From an optimization exercise on the open Yosys and OpenROAD flow, aimed at small area, a short achievable clock period and few clock cycles; shortcuts taken in it are not production practice. Function was checked by simulation only, so behaviour that the tests miss may differ from the original. No activity file was given, so power comes from the tool's default toggle rates.

==> design.v <==
module alu(
    input  [15:0] a,
    input  [15:0] b,
    input         op_arith,     
    input         op_sub,       
    input         op_and,
    input         op_or,        
    input         op_xor,
    input         op_not,
    input         op_shl,
    input         op_shr,
    output [15:0] result,
    output        zero,
    output        negative,
    output        carry,
    output        overflow
);
wire [15:0] bx  = b ^ {16{op_sub}};
wire [16:0] sum = {1'b0, a} + {1'b0, bx} + {16'b0, op_sub};
wire [15:0] r_and = a & b;
wire [15:0] r_or  = a | b;
wire [15:0] r_xor = a ^ b;
wire [15:0] r_not = ~a;
wire [15:0] r_shl = {a[14:0], 1'b0};
wire [15:0] r_shr = {1'b0, a[15:1]};
wire [15:0] r_logic = ({16{op_and}} & r_and) | ({16{op_or}}  & r_or)  |
                      ({16{op_xor}} & r_xor) | ({16{op_not}} & r_not) |
                      ({16{op_shl}} & r_shl) | ({16{op_shr}} & r_shr);
assign result = ({16{op_arith}} & sum[15:0]) | r_logic;
wire [15:0] p   = a ^ bx;
wire [15:0] cz  = {a[14:0] | bx[14:0], op_sub};
wire [15:0] ez  = op_arith ? (p ^ cz) : r_logic;
assign zero     = ~|ez;
assign negative = result[15];
assign carry    = (op_arith & sum[16]) | (op_shl & a[15]) | (op_shr & a[0]);
assign overflow = op_arith & (a[15] == bx[15]) & (sum[15] != a[15]);
endmodule
module register_file(
    input         clk,
    input         rst,
    input         wr_en,
    input  [2:0]  rd_addr,       
    input  [15:0] rd_data,
    output [111:0] regs          
);
reg [15:0] r [1:7];
reg [7:1]  valid;
always @(posedge clk or posedge rst) begin
    if (rst)
        valid <= 7'b0;
    else if (wr_en)
        valid <= valid | (7'b1 << (rd_addr - 3'd1));
end
genvar k;
generate
    for (k = 1; k <= 7; k = k + 1) begin : g_reg
        always @(posedge clk)
            if (wr_en && rd_addr == k)
                r[k] <= rd_data;
        assign regs[16*k-1 -: 16] = valid[k] ? r[k] : 16'h0000;
    end
endgenerate
endmodule
module solix16_cpu(
    input         clk,           
    input         rst,           
    output [11:0] imem_addr,     
    input  [15:0] imem_data,     
    output [11:0] dmem_addr,     
    output [15:0] dmem_wdata,    
    output        dmem_we,       
    input  [15:0] dmem_rdata,    
    output        halted         
);
localparam OP_MOV = 4'b1000;
localparam OP_JMP = 4'b1001;
localparam OP_JZ  = 4'b1010;
localparam OP_JNZ = 4'b1011;
localparam OP_LD  = 4'b1100;
localparam OP_ST  = 4'b1101;
localparam OP_HLT = 4'b1111;
reg  [15:0] pc;              
reg  [3:0]  flags;           
reg         halt_r;
reg  [15:0] ex_a, ex_b;
reg         ex_arith, ex_sub, ex_and, ex_or, ex_xor, ex_not, ex_shl, ex_shr, ex_ld;
reg         ex_wr;           
reg  [2:0]  ex_rd;
reg         ex_flagwr;       
reg         ex_st;
wire [15:0] alu_result;
wire        alu_zero, alu_negative, alu_carry, alu_overflow;
alu u_alu (
    .a        (ex_a),
    .b        (ex_b),
    .op_arith (ex_arith),
    .op_sub   (ex_sub),
    .op_and   (ex_and),
    .op_or    (ex_or),
    .op_xor   (ex_xor),
    .op_not   (ex_not),
    .op_shl   (ex_shl),
    .op_shr   (ex_shr),
    .result   (alu_result),
    .zero     (alu_zero),
    .negative (alu_negative),
    .carry    (alu_carry),
    .overflow (alu_overflow)
);
wire [15:0] ex_result = ex_ld ? dmem_rdata : alu_result;
wire [3:0]  flags_new = {alu_overflow, alu_carry, alu_negative, alu_zero};
wire [3:0]  flags_fwd = ex_flagwr ? flags_new : flags;
wire [111:0] regs;
register_file u_regs (
    .clk     (clk),
    .rst     (rst),
    .wr_en   (ex_wr),
    .rd_addr (ex_rd),
    .rd_data (ex_result),
    .regs    (regs)
);
always @(posedge clk or posedge rst)
    if (rst)
        flags <= 4'b0;
    else if (ex_flagwr)
        flags <= flags_new;
assign dmem_addr  = ex_a[11:0];
assign dmem_wdata = ex_b;
assign dmem_we    = ex_st;
assign halted     = halt_r;
wire [15:0] instr  = imem_data;
wire [3:0]  opcode = instr[15:12];
wire [3:0]  rd     = instr[11:8];
wire [3:0]  rs     = instr[7:4];
wire [3:0]  rt     = instr[3:0];
wire [7:0]  imm8   = instr[7:0];
wire [11:0] target = instr[11:0];
wire is_alu = (opcode[3] == 1'b0);
wire is_mov = (opcode == OP_MOV);
wire is_ld  = (opcode == OP_LD);
wire is_st  = (opcode == OP_ST);
wire is_jmp = (opcode == OP_JMP);
wire is_jz  = (opcode == OP_JZ);
wire is_jnz = (opcode == OP_JNZ);
wire is_hlt = (opcode == OP_HLT);
wire stop = halt_r | is_hlt;
function [15:0] read_reg;
    input [3:0]   addr;
    input [111:0] regs_v;
    input [15:0]  pc_v;
    input [3:0]   flags_v;
    input         ex_wr_v;
    input [2:0]   ex_rd_v;
    input [15:0]  ex_result_v;
    begin
        if (ex_wr_v && addr == {1'b0, ex_rd_v})
            read_reg = ex_result_v;
        else case (addr)
            4'd1:  read_reg = regs_v[15:0];
            4'd2:  read_reg = regs_v[31:16];
            4'd3:  read_reg = regs_v[47:32];
            4'd4:  read_reg = regs_v[63:48];
            4'd5:  read_reg = regs_v[79:64];
            4'd6:  read_reg = regs_v[95:80];
            4'd7:  read_reg = regs_v[111:96];
            4'd8:  read_reg = 16'h0FFF;
            4'd9:  read_reg = pc_v;
            4'd10: read_reg = {12'h000, flags_v};
            default: read_reg = 16'h0000;
        endcase
    end
endfunction
wire [15:0] rs_val = read_reg(rs, regs, pc, flags_fwd, ex_wr, ex_rd, ex_result);
wire [15:0] rt_val = read_reg(rt, regs, pc, flags_fwd, ex_wr, ex_rd, ex_result);
wire z_now  = flags_fwd[0];
wire taken  = is_jmp | (is_jz & z_now) | (is_jnz & ~z_now);
wire [15:0] pc_next = taken ? {4'h0, target} : pc + 16'd1;
always @(posedge clk or posedge rst)
    if (rst) begin
        pc     <= 16'h0000;
        halt_r <= 1'b0;
    end else if (!stop) begin
        pc     <= pc_next;
    end else begin
        halt_r <= 1'b1;
    end
always @(posedge clk or posedge rst)
    if (rst) begin
        ex_wr     <= 1'b0;
        ex_flagwr <= 1'b0;
        ex_st     <= 1'b0;
    end else begin
        ex_wr     <= ~stop & (is_alu | is_mov | is_ld) & (rd[3] == 1'b0) & (rd[2:0] != 3'd0);
        ex_flagwr <= ~stop & is_alu;
        ex_st     <= ~stop & is_st;
    end
always @(posedge clk) begin
    ex_rd    <= rd[2:0];
    ex_a     <= is_mov ? 16'h0000 : rs_val;
    ex_b     <= is_mov ? {8'h00, imm8} : rt_val;
    ex_arith <= is_alu & (opcode[2:1] == 2'b00);
    ex_sub   <= is_alu & (opcode[2:0] == 3'b001);
    ex_and   <= is_alu & (opcode[2:0] == 3'b010);
    ex_or    <= (is_alu & (opcode[2:0] == 3'b011)) | is_mov;
    ex_xor   <= is_alu & (opcode[2:0] == 3'b100);
    ex_not   <= is_alu & (opcode[2:0] == 3'b101);
    ex_shl   <= is_alu & (opcode[2:0] == 3'b110);
    ex_shr   <= is_alu & (opcode[2:0] == 3'b111);
    ex_ld    <= is_ld;
end
assign imem_addr = pc[11:0];
endmodule
==> run.sh <==
#!/bin/bash
# synth_recipe.tcl (not shown) runs the flow's synth.tcl, then flattens the netlist and writes it again
# the make line also repeats each setting of config.mk as NAME=value (left out here)
make -C /OpenROAD-flow-scripts/flow DESIGN_CONFIG=/design/flow/config.mk WORK_HOME=/design/flow/orfs CLKGATE_MAP_FILE= SYNTH_SCRIPT=/design/flow/synth_recipe.tcl finish
==> config.mk <==
export PLATFORM = sky130hd
export DESIGN_NAME = solix16_cpu
export DESIGN_NICKNAME = solix16_cpu
export VERILOG_FILES = /design/flow/design.v
export SDC_FILE = /design/flow/constraint.sdc
export NUM_CORES = 4
export LEC_CHECK = 0
export CAP_MARGIN = 20
export CORE_MARGIN = 2
export CORE_UTILIZATION = 40
export SLEW_MARGIN = 20
==> constraint.sdc <==
create_clock -name core_clock -period 5.3 [get_ports {clk}]
set_input_delay 1.0600 -clock core_clock [delete_from_list [all_inputs] [get_ports {clk}]]
set_output_delay 1.0600 -clock core_clock [all_outputs]
set_load 0.01 [all_outputs]
==> reports/results.tsv, run 1 <==
metric	value	unit
PwrDens	322.9	nW/um^2
Reg clk slew, reported paths	0.07	ns
DRC Markers	0	
final setup fails	0	
PortBufs	75	
status	timing/DRC/antenna clean	
setup slack, reg-to-reg	1.37	ns
CTS tree	done	
final wirelength	40.61	mm
first-pass GRT wire length	59.48	mm
max-cap violations	0	
Synth top cells by count	nand2_1, edfxtp_1, nor2_1	
xor/xnor share of the synthesized area	4.873	%
unrepaired setup endpoints after global routing	no	
Post-Synthesis Cells	1180	
Worst Path Arrival	4.25	ns
worst slew pin tran	1.177	ns
HPWL after DPL	28.32	mm
setup TNS	0	ns
Initial Util	40.65	%
RePlAce Congestion	0.9903	
vias post-DR	9993	
Final Cycle Share	74.14	%
Post-synth EDFFs	112	
post-synth cell types	71	
Compound-Gate Fraction of Synth Area	20.11	%
Die Width	172.3	microns
CTS resizes	0	
Yosys Warn Count	3	
share of layout cells above drive strength 1	8.530	%
Layout area overhead	14.02	%
GRT overflow	0	
antenna violations before repair	0	
post-CTS setup buffer count	0	
Clk Latency, worst-skew pair	0.44	ns
I/O pin cnt	76	
largest net degree at the start of global routing	32	
Synth Cell Area	11320	sq um
most frequent cell after synthesis	nand2_1	
WHS	0.5813	ns
Reg2Reg Depth	11	
H-tree depth	4	
GRT Overall Usage	27.44	%
WL/cell	25.24	microns
CTS root buf	clkbuf_16	
WS Path Type	reg2reg	
TritonCTS Buffers	17	
worst endpoint required time	5.62	ns
FF+latch count, synth	187	
Final Hold Fails	0	
synth top area cells	edfxtp_1, dfxtp_1, ha_1, dfrtp_1, nand2_1	
fin area	12910	sq um
Yosys top cell area share	29.70	%
ant diodes	0	
Synth Flop Type	edfxtp_1	
Critical Path Fanout Max	18	
Die Y-Extent	172.3	microns
clock buffer depth	2	
Hold Buf Count CTS	0	
fmax	254.5	MHz
placed cell count	1577	
fin crit period	3.929	ns
Synth Area in Adders	7.249	%
die area	29670	sq um
async set-or-reset flop fraction in the synthesized netlist	16.58	%
TritonRoute pass-1 iters	8	
Placed Instance Area	12320	sq um
Final ANT Viol Nets	0	
Final #Nets	1317	
hold depth	1	
Startpoint Class	register	
fin cells	1609	
vias in the first global route	9573	
syn_area_per_cell	9.596	sq um
core footprint	27860	sq um
post-DR vias/cell	6.211	
worst min-delay path category	reg2reg	
CP endpoint kind	register	
Synth Area in Simple Gates	15.22	%
clk_skew	0.01717	ns
largest family of logic cells by synthesized area	compound AO/OA/AOI/OAI gates	
Sink Count	187	
mux share of post-synthesis cell area	1.801	%
Slew Viols, Final	0	
area leader, netlist	edfxtp_1	
VDD IR max	0.1903	mV
sequential share of the synthesized area	44.33	%
leak pwr	4.726	nW
Rel. slew slack	21.22	%
Post-Syn Nets	1279	
FP Rows	61	
Detailed Route Iter0 Violations	1178	
where the power goes:
part           internal (W)  switching (W)
Combinational      0.000436       0.000533
Clock              0.000669       0.000600
Sequential          0.00165       0.000279
Total               0.00276        0.00141
state kept, by name (all words and copies together), names as in the netlist:
name and flops:
ex_arith 1, ex_and 1, ex_not 1, ex_a 16
ex_b 16, ex_rd 3, ex_st 1, ex_ld 1
ex_flagwr 1, u_regs.valid 7, ex_or 1, ex_sub 1
ex_xor 1, halt_r 1, flags 4, ex_shr 1
u_regs.r 112, ex_wr 1, ex_shl 1, pc 16
final timing paths:
path	from	end
setup / recovery	ex_sub	pc[10]
hold / removal	flags[0]	flags[0]
max in group asynchronous	rst	u_regs.valid[6]
setup reg to reg	ex_sub	pc[10]
min in group asynchronous	rst	ex_st
hold reg to reg	flags[0]	flags[0]
cell families (layout without fill, tap and decap cells):
logic type,Yosys count,count (layout)
and+or+nand+nor,372,372
AOI/OAI and AO/OA,323,323
DFF,187,187
xor gates and xnor gates,63,63
adders and majority gates,65,65
muxes,16,16
buffers and inverters,154,205
layout by cell type, fill, tap and decap left out, drive strengths merged, types with 12 or more instances in the layout:
master / instances
a21oi: 37
o22ai: 67
nand4: 12
o21ai: 34
inv: 77
nor2: 70
mux2: 14
nand2b: 17
xnor2: 30
dfrtp: 31
a31oi: 41
a22oi: 26
nand2: 141
a2111oi: 12
nor3: 31
clkbuf: 18
dfxtp: 44
a32oi: 12
clkdlybuf4s50: 75
edfxtp: 112
nand3: 50
ha: 64
buf: 30
xor2: 33
worst max-delay path, stage by stage (launching register included):
cell and delay, ns:
dfxtp_2 0.72, xor2_1 0.25, inv_1 0.07, ha_1 0.37, xnor2_1 0.16, nor4_1 0.26, nand3_1 0.11, nor4_1 0.41
o22a_2 0.25, mux2_4 0.35, a21oi_4 0.46, mux2_2 0.39
through the flow:
step / util [%] / total power, W / setup slack (ns)
after floorplan: - / 0.002498 / 1.754
after global placement: 44.24 / 0.002893 / 1.029
after detailed placement: 44.24 / 0.002900 / 0.9755
after CTS: 46.31 / 0.004156 / 0.9629
after global routing: 46.35 / 0.004312 / 1.100
final: 46.35 / 0.004169 / 1.371
cell type report:
| class | count | area, sq um |
|---|---|---|
| timing repair buffer | 105 | 975.9 |
| sequential | 187 | 5021 |
| clock buffer | 18 | 429.2 |
| inverter | 68 | 255.2 |
| multi-input combinational | 839 | 5608 |
| clock inverter | 14 | 148.9 |
| fill | 2663 | 14950 |
| tap | 378 | 473.0 |
metal layers:
layer  global-route usage (%)  vias to the layer above  part of all wire, %
met3                    5.974                      126                  9.8
met1                    36.06                     4795                   41
met2                    42.92                      617                   45
met5                        0                        -                    0
li1                         -                     4455                    -
met4                    13.45                        0                  4.9
Testbench counts, summed over its fixed seeds: cycles 136,711.
==> inputs of run 2 (changes only) <==
--- a/config.mk
+++ b/config.mk
@@ -8,4 +8,5 @@
 export CAP_MARGIN = 20
 export CORE_MARGIN = 2
 export CORE_UTILIZATION = 40
+export SETUP_SLACK_MARGIN = 2.2
 export SLEW_MARGIN = 20
==> run 2 against run 1 <==
Net effect:
- global-route usage up 0.079 points
- first-iteration DRC count up 15%
- cell area up 7.6%
- worst setup slack better by 0.70 ns
- clock power about the same
- die area unchanged
- sequential power up 2%
- critical endpoint is now u_regs.r[6][12]
- largest power group unchanged
- flip-flop and latch count unchanged
- still clean
==> reports/results.tsv, run 2 <==
metric	value	unit	change
status	timing/DRC/antenna clean		unchanged
Critical Path Fanout Max	7		was 18
max reg flops	112		unchanged
FF+latch count, synth	187		unchanged
Sw Share	33.60	%	was 33.86%
pre-CTS WS	1.050	ns	was 0.9755 ns
Reg2Reg Depth	13		was 11
Startpoint Class	register		unchanged
GRT Overall Usage	27.52	%	was 27.44%
Final ANT Viol Nets	0		unchanged
Yosys top cell area share	29.70	%	unchanged
clk_skew	0.01388	ns	was 0.01717 ns
Hold Buf Count CTS	0		unchanged
most frequent cells in the layout	nand2_1, edfxtp_1, clkdlybuf4s50_1		unchanged
ant diodes	0		unchanged
setup TNS	0	ns	unchanged
Post-Synthesis Cells	1180		unchanged
vias in the first global route	9968		was 9573
async set-or-reset flop fraction in the synthesized netlist	16.58	%	unchanged
Final #Nets	1347		was 1317
final setup fails	0		unchanged
max-cap violations	0		unchanged
vias post-DR	10160		was 9993
Worst Path Arrival	3.44	ns	was 4.25 ns
clock buffer depth	2		unchanged
TritonCTS Buffers	17		unchanged
TritonRoute pass-1 iters	6		was 8
Yosys Warn Count	3		unchanged
first-pass GRT wire length	60.26	mm	was 59.48 mm
Layout area overhead	22.65	%	was 14.02%
leak pwr	4.994	nW	was 4.726 nW
CTS root buf	clkbuf_16		unchanged
final wirelength	40.62	mm	was 40.61 mm
most common cell after layout, fill and taps aside	nand2_1		unchanged
Slew Viols, Final	0		unchanged
core footprint	27860	sq um	unchanged
Clk Latency, worst-skew pair	0.45	ns	was 0.44 ns
FP Rows	61		unchanged
WL/cell	24.78	microns	was 25.24 microns
P_sw	0.001453	W	was 0.001412 W
hold depth	2		was 1
DRC Markers	0		unchanged
I/O pin cnt	76		unchanged
fin crit period	3.229	ns	was 3.929 ns
HPWL after DPL	27.53	mm	was 28.32 mm
setup slack, reg-to-reg	2.07	ns	was 1.37 ns
final worst-path setup slack	2.071	ns	was 1.371 ns
H-tree depth	4		unchanged
Sink Count	187		unchanged
post-DR vias/cell	6.198		was 6.211
Post-synth EDFFs	112		unchanged
share of layout cells above drive strength 1	19.19	%	was 8.530%
GRT overflow	0		unchanged
Seq pwr share	45.5	%	was 46.3%
RR Endpoint	u_regs.r[6][12]		was pc[10]
Initial Util	40.65	%	unchanged
Fill cells	2516		was 2663
min-delay src	u_regs.r[2][11]		was flags[0]
Synth top cells by count	nand2_1, edfxtp_1, nor2_1		unchanged
unrepaired setup endpoints after global routing	yes		was no
CTS tree	done		unchanged
PortBufs	75		unchanged
most frequent cell after synthesis	nand2_1		unchanged
antenna violations before repair	0		unchanged
worst endpoint required time	5.51	ns	was 5.62 ns
worst r2r src	ex_sub		unchanged
worst min-delay path category	reg2reg		unchanged
synth top area cells	edfxtp_1, dfxtp_1, ha_1, dfrtp_1, nand2_1		unchanged
internal power	0.002870	W	was 0.002758 W
largest net degree at the start of global routing	32		unchanged
post-synth cell types	71		unchanged
Storage cell area	5055	sq um	was 5021 sq um
Reg clk slew, reported paths	0.08	ns	was 0.07 ns
multi-input logic area	6231	sq um	was 5608 sq um
Synth Cell Area	11320	sq um	unchanged
RePlAce Congestion	0.9924		was 0.9903
Final Cycle Share	60.93	%	was 74.14%
VDD IR max	0.2170	mV	was 0.1903 mV
Die Y-Extent	172.3	microns	unchanged
Die Width	172.3	microns	unchanged
Comb pwr share	24.5	%	was 23.2%
clock share of power	30.0	%	was 30.4%
PwrDens	311.3	nW/um^2	was 322.9 nW/um^2
fmax	309.7	MHz	was 254.5 MHz
Hold Path End	ex_a[11]		was flags[0]
Rel. slew slack	25.41	%	was 21.22%
Biggest register	u_regs.r		unchanged
syn_area_per_cell	9.596	sq um	unchanged
CP endpoint kind	register		unchanged
Post-Syn Nets	1279		unchanged
die area	29670	sq um	unchanged
worst slew pin tran	1.119	ns	was 1.177 ns
area leader, netlist	edfxtp_1		unchanged
Detailed Route Iter0 Violations	1352		was 1178
WS Path Type	reg2reg		unchanged
sequential share of the synthesized area	44.33	%	unchanged
Final Hold Fails	0		unchanged
placed cell count	1573		was 1577
Synth Flop Type	edfxtp_1		unchanged
fin cells	1639		was 1609
[run 2: cell types whose count changed in the layout (fill, tap and decap cells not counted), moves of 10 or more]
cell	delta
a21oi_1	-10
ha_1	-16
xor2_2	+10
dfxtp_2	+12
buf_4	+21
dfxtp_1	-17
ha_4	+12
xor2_1	-11
[run 2: kinds of logic after synthesis]
logic type	count (synthesis)	synth area share, %
simple gates	372	15.22
compound gates	323	20.11
flops	187	44.33
buf+inv	154	6.420
fa+ha+maj	65	7.249
xor+xnor	63	4.873
mux	16	1.801
[run 2: per-stage QoR]
step / cell area (sq um) / power (W) / hold slack [ns] / util (%)
after CTS: 13350 / 0.004237 / 0.5955 / 47.94
final: 13890 / 0.004323 / 0.5946 / 49.85
after detailed placement: 12310 / 0.002888 / 0.5728 / 44.19
after global placement: 12310 / 0.002881 / 0.5688 / 44.19
after floorplan: 11380 / 0.002509 / 0.5194 / -
after global routing: 13890 / 0.004488 / 0.6219 / 49.85
[run 2: what timing repair did]
action	4_1_cts	5_1_grt
cloned	0	1
endpoints found under the hold margin	0	0
buffers inserted	16	17
setup endpoints to repair	143	124
gates resized for setup	81	91
pin swaps	21	40
[run 2: critical path, stage by stage (launching register included)]
cell and delay, ns:
dfxtp_4 0.40, buf_12 0.17, mux2_4 0.28, fa_2 0.36, a21o_1 0.17, a21o_1 0.21, a211oi_2 0.34, o31ai_1 0.13
a21oi_1 0.21, xnor2_1 0.10, a211o_1 0.30, o21ai_4 0.12, inv_2 0.06, buf_6 0.13
[run 2: how the worst max path moves through the flow]
stage,startpoint,end,slack [ns],depth (start not counted)
final,ex_sub,u_regs.r[6][12],2.07,13
after global routing,ex_sub,pc[10],1.96,12
after CTS,ex_sub,pc[10],2.00,12
after detailed placement,ex_sub,pc[10],1.05,11
after global placement,ex_sub,pc[10],1.15,11
after floorplan,ex_sub,pc[3],2.21,15
[run 2: power by group through the flow]
stage | Combinational, W | Clock, W | Sequential, W
3_3_place_gp | 0.000900 | 0 | 0.00198
2_1_floorplan | 0.000722 | 0 | 0.00179
3_5_place_dp | 0.000911 | 0 | 0.00198
5_1_grt | 0.00114 | 0.00138 | 0.00197
4_1_cts | 0.000974 | 0.00132 | 0.00195
6_report | 0.00106 | 0.00130 | 0.00197
[run 2: layout make-up]
class                           count  area share, %
Multi-Input combinational cell    839          44.86
Sequential cell                   187          36.40
Timing Repair Buffer              135          9.207
Tap cell                          378          3.405
Clock buffer                       19          3.117
Inverter                           68          1.874
Clock inverter                     13          1.135
[run 2: layer usage]
layer	up-vias	GRT usage (%)	part of all wire (%)
li1	4506	-	-
met1	4861	35.57	40
met2	646	43.55	46
met3	146	5.722	9.7
met4	0	14.43	4.7
met5	-	0	0
==> inputs of run 3 (changes only) <==
--- a/design.v
+++ b/design.v
@@ -36,30 +36,31 @@
 assign overflow = op_arith & (a[15] == bx[15]) & (sum[15] != a[15]);
 endmodule
 module register_file(
-    input         clk,
-    input         rst,
-    input         wr_en,
-    input  [2:0]  rd_addr,       
-    input  [15:0] rd_data,
-    output [111:0] regs          
+    input          clk,
+    input          rst,
+    input          wr_en,
+    input  [2:0]   rd_addr,      
+    input  [15:0]  rd_data,
+    output [111:0] regs,         
+    output [7:1]   valid         
 );
 reg [15:0] r [1:7];
-reg [7:1]  valid;
-always @(posedge clk or posedge rst) begin
-    if (rst)
-        valid <= 7'b0;
-    else if (wr_en)
-        valid <= valid | (7'b1 << (rd_addr - 3'd1));
-end
+reg [7:1]  valid_r;
 genvar k;
 generate
     for (k = 1; k <= 7; k = k + 1) begin : g_reg
+        always @(posedge clk or posedge rst)
+            if (rst)
+                valid_r[k] <= 1'b0;
+            else if (wr_en && rd_addr == k)
+                valid_r[k] <= 1'b1;
         always @(posedge clk)
             if (wr_en && rd_addr == k)
                 r[k] <= rd_data;
-        assign regs[16*k-1 -: 16] = valid[k] ? r[k] : 16'h0000;
+        assign regs[16*k-1 -: 16] = r[k];
     end
 endgenerate
+assign valid = valid_r;
 endmodule
 module solix16_cpu(
     input         clk,           
@@ -111,13 +112,15 @@
 wire [3:0]  flags_new = {alu_overflow, alu_carry, alu_negative, alu_zero};
 wire [3:0]  flags_fwd = ex_flagwr ? flags_new : flags;
 wire [111:0] regs;
+wire [7:1]   valid;
 register_file u_regs (
     .clk     (clk),
     .rst     (rst),
     .wr_en   (ex_wr),
     .rd_addr (ex_rd),
     .rd_data (ex_result),
-    .regs    (regs)
+    .regs    (regs),
+    .valid   (valid)
 );
 always @(posedge clk or posedge rst)
     if (rst)
@@ -147,34 +150,31 @@
 function [15:0] read_reg;
     input [3:0]   addr;
     input [111:0] regs_v;
+    input [7:1]   valid_v;
     input [15:0]  pc_v;
     input [3:0]   flags_v;
     input         ex_wr_v;
     input [2:0]   ex_rd_v;
     input [15:0]  ex_result_v;
+    reg           fwd;
+    integer       k;
     begin
-        if (ex_wr_v && addr == {1'b0, ex_rd_v})
-            read_reg = ex_result_v;
-        else case (addr)
-            4'd1:  read_reg = regs_v[15:0];
-            4'd2:  read_reg = regs_v[31:16];
-            4'd3:  read_reg = regs_v[47:32];
-            4'd4:  read_reg = regs_v[63:48];
-            4'd5:  read_reg = regs_v[79:64];
-            4'd6:  read_reg = regs_v[95:80];
-            4'd7:  read_reg = regs_v[111:96];
-            4'd8:  read_reg = 16'h0FFF;
-            4'd9:  read_reg = pc_v;
-            4'd10: read_reg = {12'h000, flags_v};
-            default: read_reg = 16'h0000;
-        endcase
+        fwd = ex_wr_v && addr == {1'b0, ex_rd_v};
+        read_reg = {16{fwd}} & ex_result_v;
+        for (k = 1; k <= 7; k = k + 1)
+            read_reg = read_reg |
+                       ({16{!fwd && valid_v[k] && addr == k}} & regs_v[16*k-1 -: 16]);
+        read_reg = read_reg | ({16{addr == 4'd8}} & 16'h0FFF)
+                            | ({16{addr == 4'd9}} & pc_v)
+                            | ({16{addr == 4'd10}} & {12'h000, flags_v});
     end
 endfunction
-wire [15:0] rs_val = read_reg(rs, regs, pc, flags_fwd, ex_wr, ex_rd, ex_result);
-wire [15:0] rt_val = read_reg(rt, regs, pc, flags_fwd, ex_wr, ex_rd, ex_result);
-wire z_now  = flags_fwd[0];
-wire taken  = is_jmp | (is_jz & z_now) | (is_jnz & ~z_now);
-wire [15:0] pc_next = taken ? {4'h0, target} : pc + 16'd1;
+wire [15:0] rs_val = read_reg(rs, regs, valid, pc, flags_fwd, ex_wr, ex_rd, ex_result);
+wire [15:0] rt_val = read_reg(rt, regs, valid, pc, flags_fwd, ex_wr, ex_rd, ex_result);
+wire [15:0] pc_inc = pc + 16'd1;
+wire [15:0] pc_z1  = (is_jmp | is_jz)  ? {4'h0, target} : pc_inc;
+wire [15:0] pc_z0  = (is_jmp | is_jnz) ? {4'h0, target} : pc_inc;
+wire [15:0] pc_next = flags_fwd[0] ? pc_z1 : pc_z0;
 always @(posedge clk or posedge rst)
     if (rst) begin
         pc     <= 16'h0000;
==> run 3 against run 2 <==
Net effect:
- highest routed layer unchanged
- largest power group unchanged
- register-to-register slack improved by 0.02 ns
- worst hold slack got worse by 0.11 ns
- non-clock buffer count increased by 10
- combinational power increased by 12%
- total power increased by 0.70%
- clock-buffer cell count increased by 1
- critical path depth increased by 3
- worst setup slack improved by 0.017 ns
- clock skew decreased by 0.0026 ns
- first-iteration DRC count increased by 0.37%
- synthesized cell count decreased by 8.3%
==> reports/results.tsv, run 3 <==
metric	value	unit	change
Detailed Route Iter0 Violations	1357		was 1352
final core utilization	50.83	%	was 49.85%
Fill cells	2372		was 2516
post-synth cell types	76		was 71
max-cap violations	0		unchanged
worst endpoint required time	5.63	ns	was 5.51 ns
Yosys top cell area share	30.71	%	was 29.70%
PortBufs	75		unchanged
die area	28720	sq um	was 29670 sq um
Sink Count	187		unchanged
Reg clk slew, reported paths	0.07	ns	was 0.08 ns
clock buffer depth	2		unchanged
unrepaired setup endpoints after global routing	yes		unchanged
TritonRoute pass-1 iters	7		was 6
setup TNS	0	ns	unchanged
final setup fails	0		unchanged
share of layout cells above drive strength 1	20.48	%	was 19.19%
WS Path Type	reg2reg		unchanged
Max stage delay on crit path	0.44	ns	was 0.40 ns
Critical Path Fanout Max	7		unchanged
GRT Overall Usage	26.31	%	was 27.52%
antenna violations before repair	0		unchanged
Slew Viols, Final	0		unchanged
Synth Cell Area	10950	sq um	was 11320 sq um
PwrDens	317.8	nW/um^2	was 311.3 nW/um^2
ant diodes	0		unchanged
post-DR vias/cell	6.319		was 6.198
Die Y-Extent	169.5	microns	was 172.3 microns
Synth Flop Type	edfxtp_1		unchanged
Final #Nets	1258		was 1347
WL/cell	25.24	microns	was 24.78 microns
Startpoint Class	register		unchanged
async set-or-reset flop fraction in the synthesized netlist	16.58	%	unchanged
multi-input logic area	5977	sq um	was 6231 sq um
CTS tree	done		unchanged
Post-Synthesis Cells	1082		was 1180
Synth top cells by count	edfxtp_1, nand2_1, inv_1		was nand2_1, edfxtp_1, nor2_1
Hold Buf Count CTS	0		unchanged
Rel. slew slack	34.46	%	was 25.41%
core footprint	26950	sq um	was 27860 sq um
Final ANT Viol Nets	0		unchanged
Final Cycle Share	60.61	%	was 60.93%
status	timing/DRC/antenna clean		unchanged
VDD IR max	0.2162	mV	was 0.2170 mV
leak pwr	5.076	nW	was 4.994 nW
most frequent cells in the layout	edfxtp_1, nand2_1, inv_1		was nand2_1, edfxtp_1, clkdlybuf4s50_1
RePlAce Congestion	0.9230		was 0.9924
CTS root buf	clkbuf_16		unchanged
CP endpoint kind	register		unchanged
Post-Syn Nets	1181		was 1279
final wirelength	38.18	mm	was 40.62 mm
DRC Markers	0		unchanged
worst r2r src	ex_sub		unchanged
H-tree depth	4		unchanged
hold depth	1		was 2
most common cell after layout, fill and taps aside	edfxtp_1		was nand2_1
Clk Latency, worst-skew pair	0.44	ns	was 0.45 ns
vias in the first global route	9057		was 9968
Reg2Reg Depth	16		was 13
Worst Path Arrival	3.54	ns	was 3.44 ns
FP Rows	60		was 61
max reg flops	112		unchanged
I/O pin cnt	76		unchanged
RR Endpoint	pc[14]		was u_regs.r[6][12]
Storage cell area	5029	sq um	was 5055 sq um
Die Width	169.5	microns	was 172.3 microns
Initial Util	40.64	%	was 40.65%
most frequent cell after synthesis	edfxtp_1		was nand2_1
GRT overflow	0		unchanged
Max stage delay cell, worst path	or3_4		was dfxtp_4
FF+latch count, synth	187		unchanged
Hold Path End	ex_flagwr		was ex_a[11]
worst slew pin tran	0.9699	ns	was 1.119 ns
syn_area_per_cell	10.12	sq um	was 9.596 sq um
vias post-DR	9561		was 10160
Biggest register	u_regs.r		unchanged
Final Hold Fails	0		unchanged
min-delay src	halt_r		was u_regs.r[2][11]
area leader, netlist	edfxtp_1		unchanged
setup slack, reg-to-reg	2.09	ns	was 2.07 ns
sequential share of the synthesized area	45.84	%	was 44.33%
fmax	311.3	MHz	was 309.7 MHz
worst-path cell chain	buf_12 -> buf_16 -> buf_8 -> xnor2_2 -> ha_1 -> xor2_2 -> nor4_2 -> nand3_1 -> nor4_2 -> a31oi_2 -> or3_4 -> buf_6 -> nand3_4 -> buf_6 -> a21oi_2 -> a21o_1		was buf_12 -> mux2_4 -> fa_2 -> a21o_1 -> a21o_1 -> a211oi_2 -> o31ai_1 -> a21oi_1 -> xnor2_1 -> a211o_1 -> o21ai_4 -> inv_2 -> buf_6
fin crit period	3.213	ns	was 3.229 ns
Layout area overhead	25.08	%	was 22.65%
synth top area cells	edfxtp_1, dfxtp_1, ha_1, dfrtp_1, a22oi_1		was edfxtp_1, dfxtp_1, ha_1, dfrtp_1, nand2_1
Post-synth EDFFs	112		unchanged
worst min-delay path category	reg2reg		unchanged
HPWL after DPL	25.33	mm	was 27.53 mm
largest net degree at the start of global routing	32		unchanged
TritonCTS Buffers	17		unchanged
Yosys Warn Count	3		unchanged
first-pass GRT wire length	56.49	mm	was 60.26 mm
clk_skew	0.01132	ns	was 0.01388 ns
## run 3: cell count changes after synthesis, moves of 11 or more
| cell | change |
|---|---|
| a2111oi_0 | -12 |
| a32oi_1 | -12 |
| a22o_1 | +14 |
| a31oi_1 | -19 |
| nor2_1 | -18 |
| nor3_1 | -16 |
| o22ai_1 | -64 |
| a22oi_1 | +34 |
| a221oi_1 | +37 |
| a311oi_1 | -11 |
| nand3_1 | -21 |
| nand2_1 | -40 |
| a222oi_1 | +19 |
## run 3: worst max path at each step
stage                  from        to  slack, ns
2_1_floorplan        ex_sub     pc[2]       2.21
3_3_place_gp   imem_data[5]   ex_a[0]       1.26
3_5_place_dp   imem_data[5]  ex_a[12]       1.17
6_report             ex_sub    pc[14]       2.09
5_1_grt              ex_sub     pc[1]       1.94
4_1_cts              ex_sub     pc[8]       2.06
## run 3: cells by family (layout without fill, tap and decap cells)
family                     after synthesis  in the layout  synth area share [%]
buffers and inverters                  169            255                 7.003
DFF                                    187            187                 45.84
muxes                                   13             13                 1.211
xor gates and xnor gates                50             50                 3.999
adders and majority gates               65             65                 7.495
AOI/OAI and AO/OA                      305            305                 21.06
and+or+nand+nor                        293            297                 13.40
## run 3: layer usage
metal	track usage (%)	vias to the layer above	share of wire, %
li1	-	4211	-
met1	34.59	4589	41
met2	43.09	647	47
met3	4.478	114	8.7
met4	11.00	0	4.0
met5	0	-	0
## run 3: report_power, final
part / switching, W / total (W) / internal, W
combinational: 0.000636 / 0.00119 / 0.000556
clock: 0.000594 / 0.00127 / 0.000680
sequential: 0.000217 / 0.00189 / 0.00167
total: 0.00145 / 0.00435 / 0.00291
## run 3: critical path: cells and delay by family (launching register included)
family | cells | cell delay, ns
and+or+nand+nor | 5 | 1.10
buffers and inverters | 5 | 0.68
DFF | 1 | 0.36
adders and majority gates | 1 | 0.33
xor gates and xnor gates | 2 | 0.33
AOI/OAI and AO/OA | 3 | 0.30
## run 3: stage by stage
| stage | total power (W) | setup WS [ns] | cells | hold WS [ns] | cell area, sq um |
|---|---|---|---|---|---|
| 4_1_cts | 0.004267 | 2.056 | 1497 | 0.4976 | 13260 |
| 5_1_grt | 0.004539 | 1.935 | 1513 | 0.5177 | 13700 |
| 2_1_floorplan | 0.002499 | 2.214 | 1082 | 0.4456 | 10960 |
| 6_report | 0.004353 | 2.087 | 1513 | 0.4873 | 13700 |
| 3_5_place_dp | 0.002879 | 1.173 | 1435 | 0.4807 | 11920 |
| 3_3_place_gp | 0.002871 | 1.262 | 1435 | 0.4866 | 11920 |
## run 3: cell type report
class | instances | area share [%]
multi-input combinational | 730 | 43.63
inverter | 78 | 2.183
timing repair buffer | 145 | 9.984
clock buffer | 20 | 3.498
tap | 341 | 3.115
sequential | 187 | 36.71
clock inverter | 12 | 0.8769
## run 3: timing repair
action                     in CTS  in global routing
cloned                          4                  1
resized for setup             107                 70
pin swaps                      43                 31
setup endpoints to repair     135                120
buffers inserted               26                 15
Testbench counts of run 3, summed over its fixed seeds: cycles 136,711.

[what the ideal ports hide]
How much do the figures lean on ideal ports? The routed layouts below were timed once more, with nothing changed but the port constraints. Step 1 sets driving cells, clkbuf_16 on the clock port and buf_2 on the other inputs (assumed; they add their load-dependent delay and slew). Step 2, shift: input delay + t, output delay - t, t = (earliest + latest rising clock arrival at the registers) / 2. This alone moves slack from input paths to output paths. Three values: no drivers, after step 1, after step 2; two values: the first two.
| run | t (ns) | setup WS [ns] | worst register clock-pin slew, ns | worst data-port slew with drivers (ns) |
|---|---|---|---|---|
| run 1 | 0.484 | 1.371 / 1.371 / 1.128 | 0.08 / 0.08 | 0.04 |
| run 2 | 0.486 | 2.071 / 2.071 / 1.797 | 0.08 / 0.08 | 0.04 |
| run 3 | 0.482 | 2.087 / 2.087 / 1.694 | 0.07 / 0.07 | 0.04 |
After both steps setup and hold are still met in every run listed. The setup slack of run 3, which loses most, moves by 0.000 ns with the drivers and by -0.393 ns with both steps.
